Context: an optimization exercise on an open-source flow, tuned for small area. The choices shown serve that exercise and are no tape-out recipe. Only simulation tests tie the RTL to the original design; equivalence was not proved. Power and IR drop assume default switching activity.

**design/flow/design.v**
```verilog
module SatTruncFP
  #(
    parameter	NB_XI  	= 20,
    parameter	NBF_XI	= 12,
    parameter	NB_XO	= 8,
    parameter	NBF_XO	= 6
    )
   (
    input [(NB_XI)-1:0]  i_data,
    output [(NB_XO)-1:0] o_data
    );
   localparam	NBI_XI	=	NB_XI	-	NBF_XI;
   localparam	NBI_XO	=	NB_XO	-	NBF_XO;
   wire [NB_XO-1:0] 	 aux_Sat;
   wire [NBF_XO-1:0] 	 aux_trunc;
   wire 		 condicion;
   wire [NB_XO-1:0] 	 resultado1;
   wire [NB_XO-1:0] 	 resultado2;
	generate
	   if (NBF_XI >= NBF_XO)
	     begin
		assign	aux_trunc = i_data[(NBF_XI-1):(NBF_XI - NBF_XO)];
	     end
	   else
	     begin
		assign	aux_trunc = {i_data[NBF_XI-1:0],{(NBF_XO - NBF_XI){1'b0}}};
	     end
	   if (NBI_XI > NBI_XO)
	     begin
		assign	condicion		=	(i_data[(NB_XI-2)-:(NBI_XI-NBI_XO)] == {(NBI_XI-NBI_XO){i_data[NB_XI-1]}});
		assign	resultado1		=	{i_data[(NB_XI-1)],{(NB_XO-1){~i_data[(NB_XI-1)]}}};
		assign	resultado2		=	{i_data[(NB_XI-1)],i_data[NBF_XI +:NBI_XO-1],aux_trunc};
		assign	aux_Sat			=	condicion	?	resultado2	:	resultado1;
	     end
	   else
	     begin
		if (NBI_XO == NBI_XI)
                  assign  aux_Sat = {i_data[(NB_XI-1)-:NBI_XI],aux_trunc};
		else
		  assign  aux_Sat	= {{(NBI_XO - NBI_XI){i_data[NB_XI-1]}},i_data[(NB_XI-1)-:NBI_XI],aux_trunc};
	     end
	endgenerate
   assign	o_data=aux_Sat;
endmodule
module filtro_fir
  #(
    parameter WW_INPUT  = 8,
    parameter WW_OUTPUT = 8
    )
   (
    input                         clk,
    input                         i_en,
    input                         i_srst,
    input  signed [ WW_INPUT-1:0] i_data,
    output signed [WW_OUTPUT-1:0] o_data
    );
  reg  [7:0] d1;  wire [7:0] dn1;
  reg  [7:0] d2;  wire [7:0] dn2;
  reg  [7:0] d3;  wire [7:0] dn3;
  reg  [7:0] d4;  wire [7:0] dn4;
  reg  [7:0] d5;  wire [7:0] dn5;
  reg  [7:0] d6;  wire [7:0] dn6;
  reg  [7:0] d7;  wire [7:0] dn7;
  reg  [7:0] d8;  wire [7:0] dn8;
  reg  [7:0] d9;  wire [7:0] dn9;
  reg  [7:0] d10;  wire [7:0] dn10;
  reg  [7:0] d11;  wire [7:0] dn11;
  reg  [7:0] d12;  wire [7:0] dn12;
  reg  [7:0] d13;  wire [7:0] dn13;
  reg  [7:0] d14;  wire [7:0] dn14;
  wire ld = i_en & ~i_srst;     
  wire hd = ~i_en & ~i_srst;    
  wire hs = ~ld;                
  wire ls = ~hd;                
  wire f266 = ~i_data[0];
  fir_dl_k1 u_dl1_0 (.hs(hs), .ls(ls), .a(f266), .q(d1[0]), .n(dn1[0]));
  wire f267 = ~i_data[1];
  fir_dl_k1 u_dl1_1 (.hs(hs), .ls(ls), .a(f267), .q(d1[1]), .n(dn1[1]));
  wire f268 = ~i_data[2];
  fir_dl_k1 u_dl1_2 (.hs(hs), .ls(ls), .a(f268), .q(d1[2]), .n(dn1[2]));
  wire f269 = ~i_data[3];
  fir_dl_k1 u_dl1_3 (.hs(hs), .ls(ls), .a(f269), .q(d1[3]), .n(dn1[3]));
  wire f270 = ~i_data[4];
  fir_dl_k1 u_dl1_4 (.hs(hs), .ls(ls), .a(f270), .q(d1[4]), .n(dn1[4]));
  wire f271 = ~i_data[5];
  fir_dl_k1 u_dl1_5 (.hs(hs), .ls(ls), .a(f271), .q(d1[5]), .n(dn1[5]));
  wire f272 = ~i_data[6];
  fir_dl_k1 u_dl1_6 (.hs(hs), .ls(ls), .a(f272), .q(d1[6]), .n(dn1[6]));
  fir_dl_k0 u_dl1_7 (.ld(ld), .hd(hd), .a(i_data[7]), .q(d1[7]), .n(dn1[7]));
  fir_dl_k1 u_dl2_0 (.hs(hs), .ls(ls), .a(d1[0]), .q(d2[0]), .n(dn2[0]));
  fir_dl_k1 u_dl2_1 (.hs(hs), .ls(ls), .a(d1[1]), .q(d2[1]), .n(dn2[1]));
  fir_dl_k1 u_dl2_2 (.hs(hs), .ls(ls), .a(d1[2]), .q(d2[2]), .n(dn2[2]));
  fir_dl_k1 u_dl2_3 (.hs(hs), .ls(ls), .a(d1[3]), .q(d2[3]), .n(dn2[3]));
  fir_dl_k1 u_dl2_4 (.hs(hs), .ls(ls), .a(d1[4]), .q(d2[4]), .n(dn2[4]));
  fir_dl_k1 u_dl2_5 (.hs(hs), .ls(ls), .a(d1[5]), .q(d2[5]), .n(dn2[5]));
  fir_dl_k1 u_dl2_6 (.hs(hs), .ls(ls), .a(d1[6]), .q(d2[6]), .n(dn2[6]));
  fir_dl_k0 u_dl2_7 (.ld(ld), .hd(hd), .a(d1[7]), .q(d2[7]), .n(dn2[7]));
  fir_dl_k1 u_dl3_0 (.hs(hs), .ls(ls), .a(d2[0]), .q(d3[0]), .n(dn3[0]));
  fir_dl_k1 u_dl3_1 (.hs(hs), .ls(ls), .a(d2[1]), .q(d3[1]), .n(dn3[1]));
  fir_dl_k1 u_dl3_2 (.hs(hs), .ls(ls), .a(d2[2]), .q(d3[2]), .n(dn3[2]));
  fir_dl_k1 u_dl3_3 (.hs(hs), .ls(ls), .a(d2[3]), .q(d3[3]), .n(dn3[3]));
  fir_dl_k1 u_dl3_4 (.hs(hs), .ls(ls), .a(d2[4]), .q(d3[4]), .n(dn3[4]));
  fir_dl_k1 u_dl3_5 (.hs(hs), .ls(ls), .a(d2[5]), .q(d3[5]), .n(dn3[5]));
  fir_dl_k1 u_dl3_6 (.hs(hs), .ls(ls), .a(d2[6]), .q(d3[6]), .n(dn3[6]));
  fir_dl_k0 u_dl3_7 (.ld(ld), .hd(hd), .a(d2[7]), .q(d3[7]), .n(dn3[7]));
  wire f273 = ~d3[0];
  fir_dl_k0 u_dl4_0 (.ld(ld), .hd(hd), .a(f273), .q(d4[0]), .n(dn4[0]));
  wire f274 = ~d3[1];
  fir_dl_k0 u_dl4_1 (.ld(ld), .hd(hd), .a(f274), .q(d4[1]), .n(dn4[1]));
  wire f275 = ~d3[2];
  fir_dl_k0 u_dl4_2 (.ld(ld), .hd(hd), .a(f275), .q(d4[2]), .n(dn4[2]));
  wire f276 = ~d3[3];
  fir_dl_k0 u_dl4_3 (.ld(ld), .hd(hd), .a(f276), .q(d4[3]), .n(dn4[3]));
  wire f277 = ~d3[4];
  fir_dl_k0 u_dl4_4 (.ld(ld), .hd(hd), .a(f277), .q(d4[4]), .n(dn4[4]));
  wire f278 = ~d3[5];
  fir_dl_k0 u_dl4_5 (.ld(ld), .hd(hd), .a(f278), .q(d4[5]), .n(dn4[5]));
  wire f279 = ~d3[6];
  fir_dl_k0 u_dl4_6 (.ld(ld), .hd(hd), .a(f279), .q(d4[6]), .n(dn4[6]));
  wire f280 = ~d3[7];
  fir_dl_k1 u_dl4_7 (.hs(hs), .ls(ls), .a(f280), .q(d4[7]), .n(dn4[7]));
  fir_dl_k0 u_dl5_0 (.ld(ld), .hd(hd), .a(d4[0]), .q(d5[0]), .n(dn5[0]));
  fir_dl_k0 u_dl5_1 (.ld(ld), .hd(hd), .a(d4[1]), .q(d5[1]), .n(dn5[1]));
  fir_dl_k0 u_dl5_2 (.ld(ld), .hd(hd), .a(d4[2]), .q(d5[2]), .n(dn5[2]));
  fir_dl_k0 u_dl5_3 (.ld(ld), .hd(hd), .a(d4[3]), .q(d5[3]), .n(dn5[3]));
  fir_dl_k0 u_dl5_4 (.ld(ld), .hd(hd), .a(d4[4]), .q(d5[4]), .n(dn5[4]));
  fir_dl_k0 u_dl5_5 (.ld(ld), .hd(hd), .a(d4[5]), .q(d5[5]), .n(dn5[5]));
  fir_dl_k0 u_dl5_6 (.ld(ld), .hd(hd), .a(d4[6]), .q(d5[6]), .n(dn5[6]));
  fir_dl_k1 u_dl5_7 (.hs(hs), .ls(ls), .a(d4[7]), .q(d5[7]), .n(dn5[7]));
  fir_dl_k0 u_dl6_0 (.ld(ld), .hd(hd), .a(d5[0]), .q(d6[0]), .n(dn6[0]));
  fir_dl_k0 u_dl6_1 (.ld(ld), .hd(hd), .a(d5[1]), .q(d6[1]), .n(dn6[1]));
  fir_dl_k0 u_dl6_2 (.ld(ld), .hd(hd), .a(d5[2]), .q(d6[2]), .n(dn6[2]));
  fir_dl_k0 u_dl6_3 (.ld(ld), .hd(hd), .a(d5[3]), .q(d6[3]), .n(dn6[3]));
  fir_dl_k0 u_dl6_4 (.ld(ld), .hd(hd), .a(d5[4]), .q(d6[4]), .n(dn6[4]));
  fir_dl_k0 u_dl6_5 (.ld(ld), .hd(hd), .a(d5[5]), .q(d6[5]), .n(dn6[5]));
  fir_dl_k0 u_dl6_6 (.ld(ld), .hd(hd), .a(d5[6]), .q(d6[6]), .n(dn6[6]));
  fir_dl_k1 u_dl6_7 (.hs(hs), .ls(ls), .a(d5[7]), .q(d6[7]), .n(dn6[7]));
  fir_dl_k0 u_dl7_0 (.ld(ld), .hd(hd), .a(d6[0]), .q(d7[0]), .n(dn7[0]));
  fir_dl_k0 u_dl7_1 (.ld(ld), .hd(hd), .a(d6[1]), .q(d7[1]), .n(dn7[1]));
  fir_dl_k0 u_dl7_2 (.ld(ld), .hd(hd), .a(d6[2]), .q(d7[2]), .n(dn7[2]));
  fir_dl_k0 u_dl7_3 (.ld(ld), .hd(hd), .a(d6[3]), .q(d7[3]), .n(dn7[3]));
  fir_dl_k0 u_dl7_4 (.ld(ld), .hd(hd), .a(d6[4]), .q(d7[4]), .n(dn7[4]));
  fir_dl_k0 u_dl7_5 (.ld(ld), .hd(hd), .a(d6[5]), .q(d7[5]), .n(dn7[5]));
  fir_dl_k0 u_dl7_6 (.ld(ld), .hd(hd), .a(d6[6]), .q(d7[6]), .n(dn7[6]));
  fir_dl_k1 u_dl7_7 (.hs(hs), .ls(ls), .a(d6[7]), .q(d7[7]), .n(dn7[7]));
  fir_dl_k0 u_dl8_0 (.ld(ld), .hd(hd), .a(d7[0]), .q(d8[0]), .n(dn8[0]));
  fir_dl_k0 u_dl8_1 (.ld(ld), .hd(hd), .a(d7[1]), .q(d8[1]), .n(dn8[1]));
  fir_dl_k0 u_dl8_2 (.ld(ld), .hd(hd), .a(d7[2]), .q(d8[2]), .n(dn8[2]));
  fir_dl_k0 u_dl8_3 (.ld(ld), .hd(hd), .a(d7[3]), .q(d8[3]), .n(dn8[3]));
  fir_dl_k0 u_dl8_4 (.ld(ld), .hd(hd), .a(d7[4]), .q(d8[4]), .n(dn8[4]));
  fir_dl_k0 u_dl8_5 (.ld(ld), .hd(hd), .a(d7[5]), .q(d8[5]), .n(dn8[5]));
  fir_dl_k0 u_dl8_6 (.ld(ld), .hd(hd), .a(d7[6]), .q(d8[6]), .n(dn8[6]));
  fir_dl_k1 u_dl8_7 (.hs(hs), .ls(ls), .a(d7[7]), .q(d8[7]), .n(dn8[7]));
  fir_dl_k0 u_dl9_0 (.ld(ld), .hd(hd), .a(d8[0]), .q(d9[0]), .n(dn9[0]));
  fir_dl_k0 u_dl9_1 (.ld(ld), .hd(hd), .a(d8[1]), .q(d9[1]), .n(dn9[1]));
  fir_dl_k0 u_dl9_2 (.ld(ld), .hd(hd), .a(d8[2]), .q(d9[2]), .n(dn9[2]));
  fir_dl_k0 u_dl9_3 (.ld(ld), .hd(hd), .a(d8[3]), .q(d9[3]), .n(dn9[3]));
  fir_dl_k0 u_dl9_4 (.ld(ld), .hd(hd), .a(d8[4]), .q(d9[4]), .n(dn9[4]));
  fir_dl_k0 u_dl9_5 (.ld(ld), .hd(hd), .a(d8[5]), .q(d9[5]), .n(dn9[5]));
  fir_dl_k0 u_dl9_6 (.ld(ld), .hd(hd), .a(d8[6]), .q(d9[6]), .n(dn9[6]));
  fir_dl_k1 u_dl9_7 (.hs(hs), .ls(ls), .a(d8[7]), .q(d9[7]), .n(dn9[7]));
  fir_dl_k0 u_dl10_0 (.ld(ld), .hd(hd), .a(d9[0]), .q(d10[0]), .n(dn10[0]));
  fir_dl_k0 u_dl10_1 (.ld(ld), .hd(hd), .a(d9[1]), .q(d10[1]), .n(dn10[1]));
  fir_dl_k0 u_dl10_2 (.ld(ld), .hd(hd), .a(d9[2]), .q(d10[2]), .n(dn10[2]));
  fir_dl_k0 u_dl10_3 (.ld(ld), .hd(hd), .a(d9[3]), .q(d10[3]), .n(dn10[3]));
  fir_dl_k0 u_dl10_4 (.ld(ld), .hd(hd), .a(d9[4]), .q(d10[4]), .n(dn10[4]));
  fir_dl_k0 u_dl10_5 (.ld(ld), .hd(hd), .a(d9[5]), .q(d10[5]), .n(dn10[5]));
  fir_dl_k0 u_dl10_6 (.ld(ld), .hd(hd), .a(d9[6]), .q(d10[6]), .n(dn10[6]));
  fir_dl_k1 u_dl10_7 (.hs(hs), .ls(ls), .a(d9[7]), .q(d10[7]), .n(dn10[7]));
  fir_dl_k0 u_dl11_0 (.ld(ld), .hd(hd), .a(d10[0]), .q(d11[0]), .n(dn11[0]));
  fir_dl_k0 u_dl11_1 (.ld(ld), .hd(hd), .a(d10[1]), .q(d11[1]), .n(dn11[1]));
  fir_dl_k0 u_dl11_2 (.ld(ld), .hd(hd), .a(d10[2]), .q(d11[2]), .n(dn11[2]));
  fir_dl_k0 u_dl11_3 (.ld(ld), .hd(hd), .a(d10[3]), .q(d11[3]), .n(dn11[3]));
  fir_dl_k0 u_dl11_4 (.ld(ld), .hd(hd), .a(d10[4]), .q(d11[4]), .n(dn11[4]));
  fir_dl_k0 u_dl11_5 (.ld(ld), .hd(hd), .a(d10[5]), .q(d11[5]), .n(dn11[5]));
  fir_dl_k0 u_dl11_6 (.ld(ld), .hd(hd), .a(d10[6]), .q(d11[6]), .n(dn11[6]));
  fir_dl_k1 u_dl11_7 (.hs(hs), .ls(ls), .a(d10[7]), .q(d11[7]), .n(dn11[7]));
  wire f281 = ~d11[0];
  fir_dl_k1 u_dl12_0 (.hs(hs), .ls(ls), .a(f281), .q(d12[0]), .n(dn12[0]));
  wire f282 = ~d11[1];
  fir_dl_k1 u_dl12_1 (.hs(hs), .ls(ls), .a(f282), .q(d12[1]), .n(dn12[1]));
  wire f283 = ~d11[2];
  fir_dl_k1 u_dl12_2 (.hs(hs), .ls(ls), .a(f283), .q(d12[2]), .n(dn12[2]));
  wire f284 = ~d11[3];
  fir_dl_k1 u_dl12_3 (.hs(hs), .ls(ls), .a(f284), .q(d12[3]), .n(dn12[3]));
  wire f285 = ~d11[4];
  fir_dl_k1 u_dl12_4 (.hs(hs), .ls(ls), .a(f285), .q(d12[4]), .n(dn12[4]));
  wire f286 = ~d11[5];
  fir_dl_k1 u_dl12_5 (.hs(hs), .ls(ls), .a(f286), .q(d12[5]), .n(dn12[5]));
  wire f287 = ~d11[6];
  fir_dl_k1 u_dl12_6 (.hs(hs), .ls(ls), .a(f287), .q(d12[6]), .n(dn12[6]));
  wire f288 = ~d11[7];
  fir_dl_k0 u_dl12_7 (.ld(ld), .hd(hd), .a(f288), .q(d12[7]), .n(dn12[7]));
  fir_dl_k1 u_dl13_0 (.hs(hs), .ls(ls), .a(d12[0]), .q(d13[0]), .n(dn13[0]));
  fir_dl_k1 u_dl13_1 (.hs(hs), .ls(ls), .a(d12[1]), .q(d13[1]), .n(dn13[1]));
  fir_dl_k1 u_dl13_2 (.hs(hs), .ls(ls), .a(d12[2]), .q(d13[2]), .n(dn13[2]));
  fir_dl_k1 u_dl13_3 (.hs(hs), .ls(ls), .a(d12[3]), .q(d13[3]), .n(dn13[3]));
  fir_dl_k1 u_dl13_4 (.hs(hs), .ls(ls), .a(d12[4]), .q(d13[4]), .n(dn13[4]));
  fir_dl_k1 u_dl13_5 (.hs(hs), .ls(ls), .a(d12[5]), .q(d13[5]), .n(dn13[5]));
  fir_dl_k1 u_dl13_6 (.hs(hs), .ls(ls), .a(d12[6]), .q(d13[6]), .n(dn13[6]));
  fir_dl_k0 u_dl13_7 (.ld(ld), .hd(hd), .a(d12[7]), .q(d13[7]), .n(dn13[7]));
  fir_dl_k1 u_dl14_0 (.hs(hs), .ls(ls), .a(d13[0]), .q(d14[0]), .n(dn14[0]));
  fir_dl_k1 u_dl14_1 (.hs(hs), .ls(ls), .a(d13[1]), .q(d14[1]), .n(dn14[1]));
  fir_dl_k1 u_dl14_2 (.hs(hs), .ls(ls), .a(d13[2]), .q(d14[2]), .n(dn14[2]));
  fir_dl_k1 u_dl14_3 (.hs(hs), .ls(ls), .a(d13[3]), .q(d14[3]), .n(dn14[3]));
  fir_dl_k1 u_dl14_4 (.hs(hs), .ls(ls), .a(d13[4]), .q(d14[4]), .n(dn14[4]));
  fir_dl_k1 u_dl14_5 (.hs(hs), .ls(ls), .a(d13[5]), .q(d14[5]), .n(dn14[5]));
  fir_dl_k1 u_dl14_6 (.hs(hs), .ls(ls), .a(d13[6]), .q(d14[6]), .n(dn14[6]));
  fir_dl_k0 u_dl14_7 (.ld(ld), .hd(hd), .a(d13[7]), .q(d14[7]), .n(dn14[7]));
  always @(posedge clk) begin
    d1 <= dn1;
    d2 <= dn2;
    d3 <= dn3;
    d4 <= dn4;
    d5 <= dn5;
    d6 <= dn6;
    d7 <= dn7;
    d8 <= dn8;
    d9 <= dn9;
    d10 <= dn10;
    d11 <= dn11;
    d12 <= dn12;
    d13 <= dn13;
    d14 <= dn14;
  end
  wire s1, c2;
  fir_ha u_s1 (.a(d4[0]), .b(d10[0]), .s(s1), .co(c2));
  wire s3, c4;
  fir_fa u_s3 (.a(d4[1]), .b(d10[1]), .c(c2), .s(s3), .co(c4));
  wire s5, c6;
  fir_fa u_s5 (.a(d4[2]), .b(d10[2]), .c(c4), .s(s5), .co(c6));
  wire s7, c8;
  fir_fa u_s7 (.a(d4[3]), .b(d10[3]), .c(c6), .s(s7), .co(c8));
  wire s9, c10;
  fir_fa u_s9 (.a(d4[4]), .b(d10[4]), .c(c8), .s(s9), .co(c10));
  wire s11, c12;
  fir_fa u_s11 (.a(d4[5]), .b(d10[5]), .c(c10), .s(s11), .co(c12));
  wire s13, c14;
  fir_fa u_s13 (.a(d4[6]), .b(d10[6]), .c(c12), .s(s13), .co(c14));
  wire s15, c16;
  fir_fa u_s15 (.a(d4[7]), .b(d10[7]), .c(c14), .s(s15), .co(c16));
  wire s17, c18;
  fir_ha u_s17 (.a(d6[0]), .b(d8[0]), .s(s17), .co(c18));
  wire s19, c20;
  fir_fa u_s19 (.a(d6[1]), .b(d8[1]), .c(c18), .s(s19), .co(c20));
  wire s21, c22;
  fir_fa u_s21 (.a(d6[2]), .b(d8[2]), .c(c20), .s(s21), .co(c22));
  wire s23, c24;
  fir_fa u_s23 (.a(d6[3]), .b(d8[3]), .c(c22), .s(s23), .co(c24));
  wire s25, c26;
  fir_fa u_s25 (.a(d6[4]), .b(d8[4]), .c(c24), .s(s25), .co(c26));
  wire s27, c28;
  fir_fa u_s27 (.a(d6[5]), .b(d8[5]), .c(c26), .s(s27), .co(c28));
  wire s29, c30;
  fir_fa u_s29 (.a(d6[6]), .b(d8[6]), .c(c28), .s(s29), .co(c30));
  wire s31, c32;
  fir_fa u_s31 (.a(d6[7]), .b(d8[7]), .c(c30), .s(s31), .co(c32));
  wire i33 = ~s17;
  wire s34, c35;
  fir_ha u_s34 (.a(s1), .b(i33), .s(s34), .co(c35));
  wire i36 = ~s19;
  wire s37, c38;
  fir_fa u_s37 (.a(s3), .b(i36), .c(c35), .s(s37), .co(c38));
  wire i39 = ~s21;
  wire s40, c41;
  fir_fa u_s40 (.a(s5), .b(i39), .c(c38), .s(s40), .co(c41));
  wire i42 = ~s23;
  wire s43, c44;
  fir_fa u_s43 (.a(s7), .b(i42), .c(c41), .s(s43), .co(c44));
  wire i45 = ~s25;
  wire s46, c47;
  fir_fa u_s46 (.a(s9), .b(i45), .c(c44), .s(s46), .co(c47));
  wire i48 = ~s27;
  wire s49, c50;
  fir_fa u_s49 (.a(s11), .b(i48), .c(c47), .s(s49), .co(c50));
  wire i51 = ~s29;
  wire s52, c53;
  fir_fa u_s52 (.a(s13), .b(i51), .c(c50), .s(s52), .co(c53));
  wire i54 = ~s31;
  wire s55, c56;
  fir_fa u_s55 (.a(s15), .b(i54), .c(c53), .s(s55), .co(c56));
  wire i57 = ~c32;
  wire s58, c59;
  fir_fa u_s58 (.a(c16), .b(i57), .c(c56), .s(s58), .co(c59));
  wire s60, c61;
  fir_fa u_s60 (.a(d12[0]), .b(d13[0]), .c(d14[0]), .s(s60), .co(c61));
  wire s62, c63;
  fir_xnor u_s62 (.a(d1[0]), .b(d2[0]), .y(s62));
  fir_or u_c63 (.a(d1[0]), .b(d2[0]), .y(c63));
  wire s64, c65;
  fir_fa u_s64 (.a(s62), .b(s60), .c(s34), .s(s64), .co(c65));
  wire s66, c67;
  fir_fa u_s66 (.a(d12[1]), .b(d13[1]), .c(d14[1]), .s(s66), .co(c67));
  wire s68, c69;
  fir_fa u_s68 (.a(d1[1]), .b(d2[1]), .c(c63), .s(s68), .co(c69));
  wire s70, c71;
  fir_fa u_s70 (.a(c61), .b(s66), .c(s34), .s(s70), .co(c71));
  wire s72, c73;
  fir_fa u_s72 (.a(s68), .b(c65), .c(s70), .s(s72), .co(c73));
  wire i74 = ~i_data[1];
  wire s75, c76;
  fir_fa u_s75 (.a(i74), .b(s37), .c(s72), .s(s75), .co(c76));
  wire s77, c78;
  fir_fa u_s77 (.a(d12[2]), .b(d13[2]), .c(d14[2]), .s(s77), .co(c78));
  wire s79, c80;
  fir_fa u_s79 (.a(d1[2]), .b(d2[2]), .c(c67), .s(s79), .co(c80));
  wire s81, c82;
  fir_fa u_s81 (.a(s77), .b(c69), .c(s79), .s(s81), .co(c82));
  wire s83, c84;
  fir_fa u_s83 (.a(c71), .b(s81), .c(s37), .s(s83), .co(c84));
  wire s85, c86;
  fir_fa u_s85 (.a(c73), .b(s40), .c(s83), .s(s85), .co(c86));
  wire i87 = ~i_data[2];
  wire s88, c89;
  fir_fa u_s88 (.a(i87), .b(c76), .c(s85), .s(s88), .co(c89));
  wire s90, c91;
  fir_fa u_s90 (.a(d12[3]), .b(d13[3]), .c(d14[3]), .s(s90), .co(c91));
  wire s92, c93;
  fir_fa u_s92 (.a(d1[3]), .b(d2[3]), .c(d5[0]), .s(s92), .co(c93));
  wire s94, c95;
  fir_fa u_s94 (.a(d9[0]), .b(c78), .c(s90), .s(s94), .co(c95));
  wire s96, c97;
  fir_fa u_s96 (.a(s92), .b(c80), .c(s94), .s(s96), .co(c97));
  wire i98 = ~c82;
  wire s99, c100;
  fir_ha u_s99 (.a(i_data[3]), .b(i98), .s(s99), .co(c100));
  wire s101, c102;
  fir_fa u_s101 (.a(s96), .b(c84), .c(s40), .s(s101), .co(c102));
  wire s103, c104;
  fir_fa u_s103 (.a(s43), .b(c86), .c(s101), .s(s103), .co(c104));
  wire i105 = ~s99;
  wire s106, c107;
  fir_fa u_s106 (.a(i105), .b(c89), .c(s103), .s(s106), .co(c107));
  wire s108, c109;
  fir_fa u_s108 (.a(d12[4]), .b(d13[4]), .c(d14[4]), .s(s108), .co(c109));
  wire s110, c111;
  fir_fa u_s110 (.a(d1[4]), .b(d2[4]), .c(d5[1]), .s(s110), .co(c111));
  wire s112, c113;
  fir_fa u_s112 (.a(d7[0]), .b(d9[1]), .c(s17), .s(s112), .co(c113));
  wire s114, c115;
  fir_fa u_s114 (.a(c91), .b(c93), .c(s108), .s(s114), .co(c115));
  wire s116, c117;
  fir_fa u_s116 (.a(s110), .b(s112), .c(c95), .s(s116), .co(c117));
  wire s118, c119;
  fir_fa u_s118 (.a(s114), .b(c97), .c(s116), .s(s118), .co(c119));
  wire s120, c121;
  fir_fa u_s120 (.a(s118), .b(c102), .c(s43), .s(s120), .co(c121));
  wire s122, c123;
  fir_fa u_s122 (.a(s46), .b(c104), .c(s120), .s(s122), .co(c123));
  wire i124 = ~c107;
  wire s125, c126;
  fir_fa u_s125 (.a(i_data[4]), .b(c100), .c(i124), .s(s125), .co(c126));
  wire s127, c128;
  fir_fa u_s127 (.a(d12[5]), .b(d13[5]), .c(d14[5]), .s(s127), .co(c128));
  wire s129, c130;
  fir_fa u_s129 (.a(d1[5]), .b(d2[5]), .c(d5[2]), .s(s129), .co(c130));
  wire s131, c132;
  fir_fa u_s131 (.a(d7[1]), .b(d9[2]), .c(c109), .s(s131), .co(c132));
  wire s133, c134;
  fir_fa u_s133 (.a(c111), .b(s127), .c(s129), .s(s133), .co(c134));
  wire s135, c136;
  fir_fa u_s135 (.a(c113), .b(s19), .c(c115), .s(s135), .co(c136));
  wire s137, c138;
  fir_fa u_s137 (.a(s131), .b(s133), .c(c117), .s(s137), .co(c138));
  wire s139, c140;
  fir_fa u_s139 (.a(s135), .b(c119), .c(s137), .s(s139), .co(c140));
  wire s141, c142;
  fir_fa u_s141 (.a(s139), .b(c121), .c(s46), .s(s141), .co(c142));
  wire s143, c144;
  fir_fa u_s143 (.a(s49), .b(c123), .c(s141), .s(s143), .co(c144));
  wire i145 = ~s143;
  wire s146, c147;
  fir_fa u_s146 (.a(i_data[5]), .b(i145), .c(c126), .s(s146), .co(c147));
  wire s148, c149;
  fir_fa u_s148 (.a(d12[6]), .b(d13[6]), .c(d14[6]), .s(s148), .co(c149));
  wire s150, c151;
  fir_fa u_s150 (.a(d1[6]), .b(d2[6]), .c(d5[3]), .s(s150), .co(c151));
  wire s152, c153;
  fir_fa u_s152 (.a(d7[2]), .b(d9[3]), .c(c128), .s(s152), .co(c153));
  wire s154, c155;
  fir_fa u_s154 (.a(c130), .b(s148), .c(s150), .s(s154), .co(c155));
  wire s156, c157;
  fir_fa u_s156 (.a(c132), .b(c134), .c(s152), .s(s156), .co(c157));
  wire s158, c159;
  fir_fa u_s158 (.a(s154), .b(s21), .c(c136), .s(s158), .co(c159));
  wire s160, c161;
  fir_fa u_s160 (.a(s156), .b(c138), .c(s158), .s(s160), .co(c161));
  wire i162 = ~i_data[6];
  wire s163, c164;
  fir_fa u_s163 (.a(i162), .b(c140), .c(s160), .s(s163), .co(c164));
  wire s165, c166;
  fir_fa u_s165 (.a(s163), .b(c142), .c(s49), .s(s165), .co(c166));
  wire s167, c168;
  fir_fa u_s167 (.a(s52), .b(c144), .c(s165), .s(s167), .co(c168));
  wire s169, c170;
  fir_fa u_s169 (.a(d12[7]), .b(d13[7]), .c(d14[7]), .s(s169), .co(c170));
  wire s171, c172;
  fir_fa u_s171 (.a(d1[7]), .b(d2[7]), .c(d5[4]), .s(s171), .co(c172));
  wire s173, c174;
  fir_fa u_s173 (.a(d7[3]), .b(d9[4]), .c(c149), .s(s173), .co(c174));
  wire s175, c176;
  fir_fa u_s175 (.a(c151), .b(s169), .c(s171), .s(s175), .co(c176));
  wire s177, c178;
  fir_fa u_s177 (.a(c153), .b(c155), .c(s173), .s(s177), .co(c178));
  wire s179, c180;
  fir_fa u_s179 (.a(s175), .b(i_data[7]), .c(c157), .s(s179), .co(c180));
  wire s181, c182;
  fir_fa u_s181 (.a(s177), .b(s23), .c(c159), .s(s181), .co(c182));
  wire s183, c184;
  fir_fa u_s183 (.a(s179), .b(c161), .c(s181), .s(s183), .co(c184));
  wire s185, c186;
  fir_fa u_s185 (.a(c164), .b(s183), .c(c166), .s(s185), .co(c186));
  wire s187, c188;
  fir_fa u_s187 (.a(s52), .b(s55), .c(c168), .s(s187), .co(c188));
  wire s189, c190;
  fir_fa u_s189 (.a(d5[5]), .b(d7[4]), .c(d9[5]), .s(s189), .co(c190));
  wire s191, c192;
  fir_fa u_s191 (.a(c170), .b(c172), .c(s189), .s(s191), .co(c192));
  wire s193, c194;
  fir_fa u_s193 (.a(c174), .b(c176), .c(s191), .s(s193), .co(c194));
  wire s195, c196;
  fir_fa u_s195 (.a(c178), .b(s193), .c(c180), .s(s195), .co(c196));
  wire s197, c198;
  fir_fa u_s197 (.a(s25), .b(c182), .c(s195), .s(s197), .co(c198));
  wire s199, c200;
  fir_xnor u_s199 (.a(c184), .b(s197), .y(s199));
  fir_or u_c200 (.a(c184), .b(s197), .y(c200));
  wire s201, c202;
  fir_fa u_s201 (.a(s199), .b(c186), .c(s55), .s(s201), .co(c202));
  wire s203, c204;
  fir_fa u_s203 (.a(s58), .b(c188), .c(s201), .s(s203), .co(c204));
  wire s205, c206;
  fir_fa u_s205 (.a(d5[6]), .b(d7[5]), .c(d9[6]), .s(s205), .co(c206));
  wire s207, c208;
  fir_xnor u_s207 (.a(c190), .b(s205), .y(s207));
  fir_or u_c208 (.a(c190), .b(s205), .y(c208));
  wire s209, c210;
  fir_fa u_s209 (.a(s207), .b(c192), .c(c194), .s(s209), .co(c210));
  wire s211, c212;
  fir_fa u_s211 (.a(s209), .b(c196), .c(s27), .s(s211), .co(c212));
  wire s213, c214;
  fir_fa u_s213 (.a(c198), .b(s211), .c(c200), .s(s213), .co(c214));
  wire s215, c216;
  fir_fa u_s215 (.a(s213), .b(c59), .c(c202), .s(s215), .co(c216));
  wire s217, c218;
  fir_fa u_s217 (.a(d5[7]), .b(d7[6]), .c(d9[7]), .s(s217), .co(c218));
  wire s219, c220;
  fir_xnor u_s219 (.a(c206), .b(s217), .y(s219));
  fir_or u_c220 (.a(c206), .b(s217), .y(c220));
  wire s221, c222;
  fir_fa u_s221 (.a(c208), .b(s219), .c(c210), .s(s221), .co(c222));
  wire s223, c224;
  fir_fa u_s223 (.a(s221), .b(c212), .c(s29), .s(s223), .co(c224));
  wire s225, c226;
  fir_fa u_s225 (.a(s223), .b(c214), .c(c59), .s(s225), .co(c226));
  wire s227, c228;
  fir_fa u_s227 (.a(d7[7]), .b(c218), .c(c220), .s(s227), .co(c228));
  wire s229, c230;
  fir_fa u_s229 (.a(s227), .b(c222), .c(c224), .s(s229), .co(c230));
  wire s231, c232;
  fir_ha u_s231 (.a(s31), .b(s229), .s(s231), .co(c232));
  wire s233, c234;
  fir_xnor u_s233 (.a(c228), .b(c32), .y(s233));
  fir_or u_c234 (.a(c228), .b(c32), .y(c234));
  wire s235, c236;
  fir_fa u_s235 (.a(s233), .b(c230), .c(c232), .s(s235), .co(c236));
  wire c237 = ~i_data[0] & s64;
  wire c238 = s75 & c237;
  wire c239 = s88 & c238;
  wire c240 = s106 & c239;
  wire c241;
  fir_maj u_c241 (.a(s122), .b(~s125), .c(c240), .y(c241));
  wire c242 = ~s146 & c241;
  reg  r1r0_6;
  reg  r1r1_6;
  reg  r1r0_7;
  reg  r1r1_7;
  reg  r1r0_8;
  reg  r1r0_9;
  reg  r1r1_9;
  reg  r1r2_9;
  reg  r1r0_10;
  reg  r1r1_10;
  reg  r1r0_11;
  reg  r1r1_11;
  reg  r1r0_12;
  reg  r1r0_13;
  reg  r1r1_13;
  reg  r1c;
  always @(posedge clk) begin
    r1r0_6 <= s167;
    r1r1_6 <= ~c147;
    r1r0_7 <= s185;
    r1r1_7 <= s187;
    r1r0_8 <= s203;
    r1r0_9 <= s58;
    r1r1_9 <= c204;
    r1r2_9 <= s215;
    r1r0_10 <= c216;
    r1r1_10 <= s225;
    r1r0_11 <= s231;
    r1r1_11 <= c226;
    r1r0_12 <= s235;
    r1r0_13 <= c234;
    r1r1_13 <= c236;
    r1c <= c242;
  end
  wire s243, c244;
  fir_fa u_s243 (.a(r1r0_6), .b(r1r1_6), .c(r1c), .s(s243), .co(c244));
  wire s245, c246;
  fir_fa u_s245 (.a(r1r0_7), .b(r1r1_7), .c(c244), .s(s245), .co(c246));
  wire s247, c248;
  fir_ha u_s247 (.a(r1r0_8), .b(c246), .s(s247), .co(c248));
  wire s249, c250;
  fir_fa u_s249 (.a(r1r0_9), .b(r1r1_9), .c(r1r2_9), .s(s249), .co(c250));
  wire s251, c252;
  fir_ha u_s251 (.a(c248), .b(s249), .s(s251), .co(c252));
  wire s253, c254;
  fir_fa u_s253 (.a(r1r0_10), .b(r1r1_10), .c(c250), .s(s253), .co(c254));
  wire s255, c256;
  fir_ha u_s255 (.a(c252), .b(s253), .s(s255), .co(c256));
  wire s257, c258;
  fir_fa u_s257 (.a(r1r0_11), .b(r1r1_11), .c(c254), .s(s257), .co(c258));
  wire s259, c260;
  fir_ha u_s259 (.a(c256), .b(s257), .s(s259), .co(c260));
  wire s261, c262;
  fir_fa u_s261 (.a(r1r0_12), .b(c258), .c(c260), .s(s261), .co(c262));
  wire s263, c264;
  fir_fa u_s263 (.a(r1r0_13), .b(r1r1_13), .c(c262), .s(s263), .co(c264));
  wire i265 = ~c264;
  wire [8:0] q = {i265, s263, s261, s259, s255, s251, s247, s245, s243};
  wire [7:0] sat;
  SatTruncFP #(.NB_XI(9), .NBF_XI(6), .NB_XO(8), .NBF_XO(6))
    u_sat (.i_data(q), .o_data(sat));
  reg  [7:0] r2, r3;
  always @(posedge clk) begin
    r2 <= sat;
    r3 <= r2;
  end
  assign o_data = r3;
endmodule
module fir_fa (input a, input b, input c, output s, output co);
  assign s  = a ^ b ^ c;
  assign co = (a & b) | (c & (a ^ b));
endmodule
module fir_ha (input a, input b, output s, output co);
  assign s  = a ^ b;
  assign co = a & b;
endmodule
module fir_maj (input a, input b, input c, output y);
  assign y = (a & b) | (c & (a | b));
endmodule
module fir_xnor (input a, input b, output y);
  assign y = ~(a ^ b);
endmodule
module fir_or (input a, input b, output y);
  assign y = a | b;
endmodule
module fir_dl_k0 (input ld, input hd, input a, input q, output n);   
  assign n = (ld & a) | (hd & q);
endmodule
module fir_dl_k1 (input hs, input ls, input a, input q, output n);   
  assign n = (a | hs) & (q | ls);
endmodule
```
**design/flow/flow/run.sh**
```bash
#!/bin/bash
# Layout flow: the standard flow (standard.sh) with three changes to how the
# layout is built; the standard synthesis itself runs unchanged.
#  1. After synthesis, remap_flips.py folds each inverter that feeds only a delay-line
#     bit cell into that cell (inv_1 + a22o_1 -> a2bb2o_1, inv_1 + o22a_1 -> o2bb2a_1).
#     Registers are not touched.
#  2. Clock tree synthesis without dummy loads (clock buffers clkbuf_2/clkbuf_4).
#  3. Port buffers of the smallest buffer cell.
# Logs: synth.log (synthesis), remap.log, standard.log (the rest of the flow); ORFS's
# per-step logs are under orfs/logs.
set -euo pipefail
RES=$PWD/orfs/results/$FLOW_PLATFORM/filtro_fir/base
bash standard.sh synth > synth.log 2>&1
cp "$RES/1_2_yosys.v" "$RES/1_2_yosys.std.v"
python3 flow/remap_flips.py "$RES/1_2_yosys.std.v" "$RES/1_2_yosys.v" > remap.log 2>&1
rm -f "$RES/1_synth.odb" "$RES/1_synth.sdc"
bash standard.sh \
  CTS_ARGS="-sink_clustering_enable -repair_clock_nets -dont_use_dummy_load -sink_clustering_size 20 -sink_clustering_max_diameter 60 -buf_list {sky130_fd_sc_hd__clkbuf_2 sky130_fd_sc_hd__clkbuf_4}" \
  BUFFER_PORTS_ARGS="-buffer_cell sky130_fd_sc_hd__buf_1" \
  finish > standard.log 2>&1
```
**design/flow/constraint.sdc**
```tcl
create_clock -name core_clock -period 5.5 [get_ports {clk}]
set_input_delay 1.1000 -clock core_clock [delete_from_list [all_inputs] [get_ports {clk}]]
set_output_delay 1.1000 -clock core_clock [all_outputs]
set_load 0.01 [all_outputs]
```
**design/flow/config.mk**
```make
export PLATFORM = sky130hd
export DESIGN_NAME = filtro_fir
export DESIGN_NICKNAME = filtro_fir
export VERILOG_FILES = /design/flow/design.v
export SDC_FILE = /design/flow/constraint.sdc
export NUM_CORES = 4
export LEC_CHECK = 0
export CAP_MARGIN = 20
export CORE_MARGIN = 2
export CORE_UTILIZATION = 55
export CTS_BUF_LIST = sky130_fd_sc_hd__clkbuf_2 sky130_fd_sc_hd__clkbuf_4
export CTS_CLUSTER_DIAMETER = 60
export CTS_CLUSTER_SIZE = 20
export SLEW_MARGIN = 20
export SYNTH_HIERARCHICAL = 1
export SYNTH_MINIMUM_KEEP_SIZE = 0
```
**design/flow/standard.sh**
```bash
#!/bin/bash
# synth_recipe.tcl (not shown) runs the flow's synth.tcl, then flattens the netlist and writes it again
# the make line also repeats each setting of config.mk as NAME=value (left out here)
make -C /OpenROAD-flow-scripts/flow DESIGN_CONFIG=/design/flow/config.mk WORK_HOME=/design/flow/orfs CLKGATE_MAP_FILE= SYNTH_SCRIPT=/design/flow/synth_recipe.tcl "${@:-finish}"
```
**design/flow/flow/remap_flips.py**
```python
#!/usr/bin/env python3
"""Fold the inverter in front of a delay-line bit cell into the cell.

A delay-line bit that loads the inverse of the previous entry is synthesized as
inv_1 + a22o_1 (n = ld&~a | hd&q) or inv_1 + o22a_1 (n = (~a|hs) & (q|ls)).
sky130 has these functions as single cells: a2bb2o_1 (~A1_N&~A2_N | B1&B2) with
A2_N = hs = ~ld, and o2bb2a_1 ((~A1_N|~A2_N) & (B1|B2)) with A2_N = ld = ~hs.
Only combinational cells change; every register keeps its name and cell.
usage: remap_flips.py IN.v OUT.v
"""
import re, sys

src = open(sys.argv[1]).read()
inst_re = re.compile(r'(\n  (sky130_fd_sc_hd__\w+) (\S+) \((.*?)\n  \);)', re.S)
pin_re = re.compile(r'\.(\w+)\(([^()]*?)\)')
insts = []
for m in inst_re.finditer(src):
    pins = {p: n.strip() for p, n in pin_re.findall(m.group(4))}
    insts.append({'text': m.group(1), 'cell': m.group(2), 'name': m.group(3), 'pins': pins})
OUTS = {'X', 'Y', 'Q', 'Q_N', 'SUM', 'COUT', 'HI', 'LO'}
loads = {}
driver = {}
for it in insts:
    for p, n in it['pins'].items():
        if p in OUTS: driver[n] = it
        else: loads.setdefault(n, []).append((it, p))
# nets ld and hs: ld = ~hs must be an inverter in the netlist
def inv_pair(a, y):
    d = driver.get(y)
    return d is not None and d['cell'].startswith('sky130_fd_sc_hd__inv_') and d['pins'].get('A') == a
if not (inv_pair('hs', 'ld') or inv_pair('ld', 'hs')):
    sys.stderr.write('remap_flips: no ld/hs inverter pair found; netlist left as is\n')
    open(sys.argv[2], 'w').write(src); sys.exit(0)

def esc(n):
    return n + ' ' if n.startswith('\\') else n

out = src
n_done = 0
for it in insts:
    if it['cell'] not in ('sky130_fd_sc_hd__a22o_1', 'sky130_fd_sc_hd__o22a_1'): continue
    p = it['pins']
    want = 'ld' if it['cell'].endswith('a22o_1') else 'hs'
    pairs = [('A1', 'A2'), ('B1', 'B2')]
    found = None
    for x, y in pairs:
        for dp, cp in ((x, y), (y, x)):
            f = p[dp]; dinv = driver.get(f)
            if p[cp] == want and dinv is not None and dinv['cell'] == 'sky130_fd_sc_hd__inv_1' \
               and len(loads.get(f, [])) == 1 and f not in ('ld', 'hs', 'hd', 'ls'):
                other = [q for q in pairs if q != (x, y)][0]
                found = (dinv, dinv['pins']['A'], p[other[0]], p[other[1]])
    if not found: continue
    dinv, a, o1, o2 = found
    if it['cell'].endswith('a22o_1'):
        new = (f"\n  sky130_fd_sc_hd__a2bb2o_1 {it['name']} (\n    .A1_N({esc(a)}),\n    .A2_N(hs),\n"
               f"    .B1({esc(o1)}),\n    .B2({esc(o2)}),\n    .X({esc(p['X'])})\n  );")
    else:
        new = (f"\n  sky130_fd_sc_hd__o2bb2a_1 {it['name']} (\n    .A1_N({esc(a)}),\n    .A2_N(ld),\n"
               f"    .B1({esc(o1)}),\n    .B2({esc(o2)}),\n    .X({esc(p['X'])})\n  );")
    out = out.replace(it['text'], new, 1)
    out = out.replace(dinv['text'], '', 1)
    n_done += 1
sys.stderr.write(f'remap_flips: folded {n_done} inverters\n')
open(sys.argv[2], 'w').write(out)
```
==> impl_metrics.py <==
metrics = {
    "setup_path": {
        "critPathArrivalTime_ps": 5720,
        "path_class": "reg2reg",
        "critPathMaxFanout": 3,
        "cp-start-kind": "register",
        "critPathCaptureType": "register",
        "cp.required_ps": 5900,
    },
    "min_path": {
        "hp-class": "reg2reg",
    },
    "cts": {
        "cts_tree": "built",
        "cts_resized": 0,
        "cts_root_buffer": "clkbuf_4",
        "post_cts_buffers": 0,
        "insertion_delay_ps": 520,
        "clkTransAtPathRegs_ps": 100,
        "cts.sinks": 144,
        "clk_path_buf_depth": 2,
        "htreeDepth": 4,
        "holdBufCountCts": 0,
        "cts_buffers": 17,
    },
    "detailed_routing": {
        "vias": 3467,
        "drt_iter0_drc": 199,
        "vias_per_cell": 5.684,
        "ant_nets": 0,
        "drcViolationCount": 0,
        "wirelength_mm": 11.21,
        "wl_per_cell_um": 18.38,
        "first_pass_iters": 4,
    },
    "yosys": {
        "syn_nets": 559,
        "synth_area_sq_um": 6454,
        "syn_avg_cell_area_sq_um": 14.94,
        "synthCells": 432,
        "yosys_warnings": 7,
    },
    "power_and_ir_drop": {
        "pwr-share-clk": 0.208,
        "p_comb_frac": 0.235,
        "swShare": 0.2911,
        "ir_drop_uv": 306.2,
        "p_seq_frac": 0.557,
        "power.switching_w": 0.0006230,
        "p_leak_nw": 2.563,
        "p_per_area_nw_per_um2": 313.1,
        "p_int_w": 0.001517,
    },
    "sta": {
        "finalClockSkew_ps": 33.07,
        "slew_viol_final": 0,
        "max_freq_mhz": 188.0,
        "slew_headroom": 0.3059,
        "min_period_over_period": 0.9669,
        "fin_tns_setup_ps": 0,
        "worst_slew_pin_slew_ps": 1041,
        "hold_viol_final": 0,
        "period_needed_ps": 5318,
        "setup_viol": 0,
        "rsz0062_at_grt": "false",
    },
    "global_routing": {
        "grt_max_degree": 67,
        "grt_pass1_vias": 3694,
        "antenna_found_initial": 1,
        "grt_pass1_wl_mm": 18.91,
        "overflow": 0,
        "grt_util_all_layers": 0.2002,
    },
    "place": {
        "dp.cells": 591,
        "placed_area_sq_um": 6684,
        "gp_congestion": 0.7681,
        "dp_hpwl_mm": 8.197,
        "port_buffers": 18,
    },
    "layout": {
        "stdcell_area_sq_um": 6835,
        "finalNetCount": 595,
        "area_growth_pct": 5.913,
        "layoutNonFillerInstCount": 610,
        "filler_cell_count": 945,
        "drive_gt1_frac": 0.05150,
    },
    "floorplan": {
        "fp.dieW_um": 112.3,
        "initial_core_util": 0.5652,
        "io_pins": 19,
        "die_h_um": 112.3,
        "die_area_sq_um": 12620,
        "coreArea_sq_um": 11420,
        "rows": 39,
    },
    "run": {
        "max-cap-violations": 0,
    },
    "status": {
        "status": "timing/DRC/antenna clean",
    },
}
area by class of cell:
type,count,area (sq um),share of cell area
Multi-Input combinational cell,265,3476,0.5085
Sequential cell,144,2883,0.4217
Tap cell,143,178.9,0.02618
Clock buffer,17,127.6,0.01867
Timing Repair Buffer,19,87.58,0.01281
Inverter,21,80.08,0.01172
Antenna cell,1,2.502,0.0003661
final timing paths:
path / startpoint / endpoint / slack, ps / depth (start not counted)
max: d12[1] / r1r0_8 / 180 / 11
min: r2[2] / r3[2] / 330 / 0
max reg2reg: d12[1] / r1r0_8 / 180 / 11
min reg2reg: r2[2] / r3[2] / 330 / 0
worst max-delay path, stage by stage (launching register included):
cell	delay (ps)
dfxtp_1	350
fa_1	450
fa_1	510
fa_1	440
fa_1	490
fa_1	420
fa_1	430
fa_1	420
fa_1	420
fa_1	410
fa_1	400
fa_1	460
registers in the layout, summed over array words and instances (netlist names), 8 cells and up:
signal	cells
d7	8
r3	8
d3	8
d11	8
d9	8
d4	8
d10	8
d6	8
d13	8
d5	8
d14	8
d2	8
d1	8
r2	8
d8	8
d12	8
cells in the final DEF, fill, tap and decap left out:
master	n
dfxtp_1	144
fa_1	107
a22o_1	54
o22a_1	38
inv_1	19
buf_1	18
clkbuf_4	17
o2bb2a_1	12
ha_1	9
a2bb2o_1	8
nor2_1	7
nand2_1	7
or2_1	5
xnor2_1	5
o21ai_0	4
o21ai_1	3
diode_2	1
nand3_1	1
nor3b_2	1
nor2b_1	1
nand2b_2	1
clkinv_2	1
or2_4	1
inv_2	1
maj3_2	1
buf_12	1
per-layer routing:
| layer | share of wire | up-vias | track usage |
|---|---|---|---|
| met2 | 0.51 | 46 | 0.3124 |
| met3 | 0.028 | 11 | 0.06102 |
| met1 | 0.45 | 1804 | 0.2667 |
| li1 | - | 1606 | - |
| met4 | 0.019 | 0 | 0.07724 |
| met5 | 0 | - | 0 |
power groups by stage:
stage | Combinational (W) | Sequential [W] | Clock, W
after global placement | 0.000503 | 0.00122 | 0
after CTS | 0.000515 | 0.00119 | 0.000472
after floorplan | 0.000388 | 0.00123 | 0
after detailed placement | 0.000511 | 0.00122 | 0
after global routing | 0.000586 | 0.00120 | 0.000522
final | 0.000503 | 0.00119 | 0.000446
stage by stage:
stage,total power [W],hold slack (ps),utilization,setup slack (ps)
finish,0.002140,327.1,0.5986,182.0
global route,0.002310,336.1,0.5986,22.91
CTS,0.002180,332.3,0.5965,146.6
detailed placement,0.001730,312.8,0.5854,152.5
global placement,0.001718,312.4,0.5854,233.7
floorplan,0.001616,309.6,-,312.9

-- static timing again, ports no longer ideal --
The flow's constraints put no driver on any port. The routed layout listed below was extracted and timed again, unchanged, in two steps.
Step 1: set_driving_cell puts a clkbuf_16 on clk and a buf_2 on each other input, an assumption about the parent block.
Step 2 adds t to the input delays and takes it off the output delays; t is the mean of the earliest and latest rising clock arrival at the registers after step 1. Input paths then give back, and output paths get back, about the clock's delay inside the block.
a / b / c = ideal / step 1 / step 2; a / b = the first two.
t (ns): 0.544
setup WS [ns]: 0.182 / 0.182 / 0.182
worst slew at a driven data input, ns: 0.03
After both steps setup and hold are still met in this run. For this run, drivers alone change the setup slack by 0.000 ns; drivers and shift together by 0.000 ns.
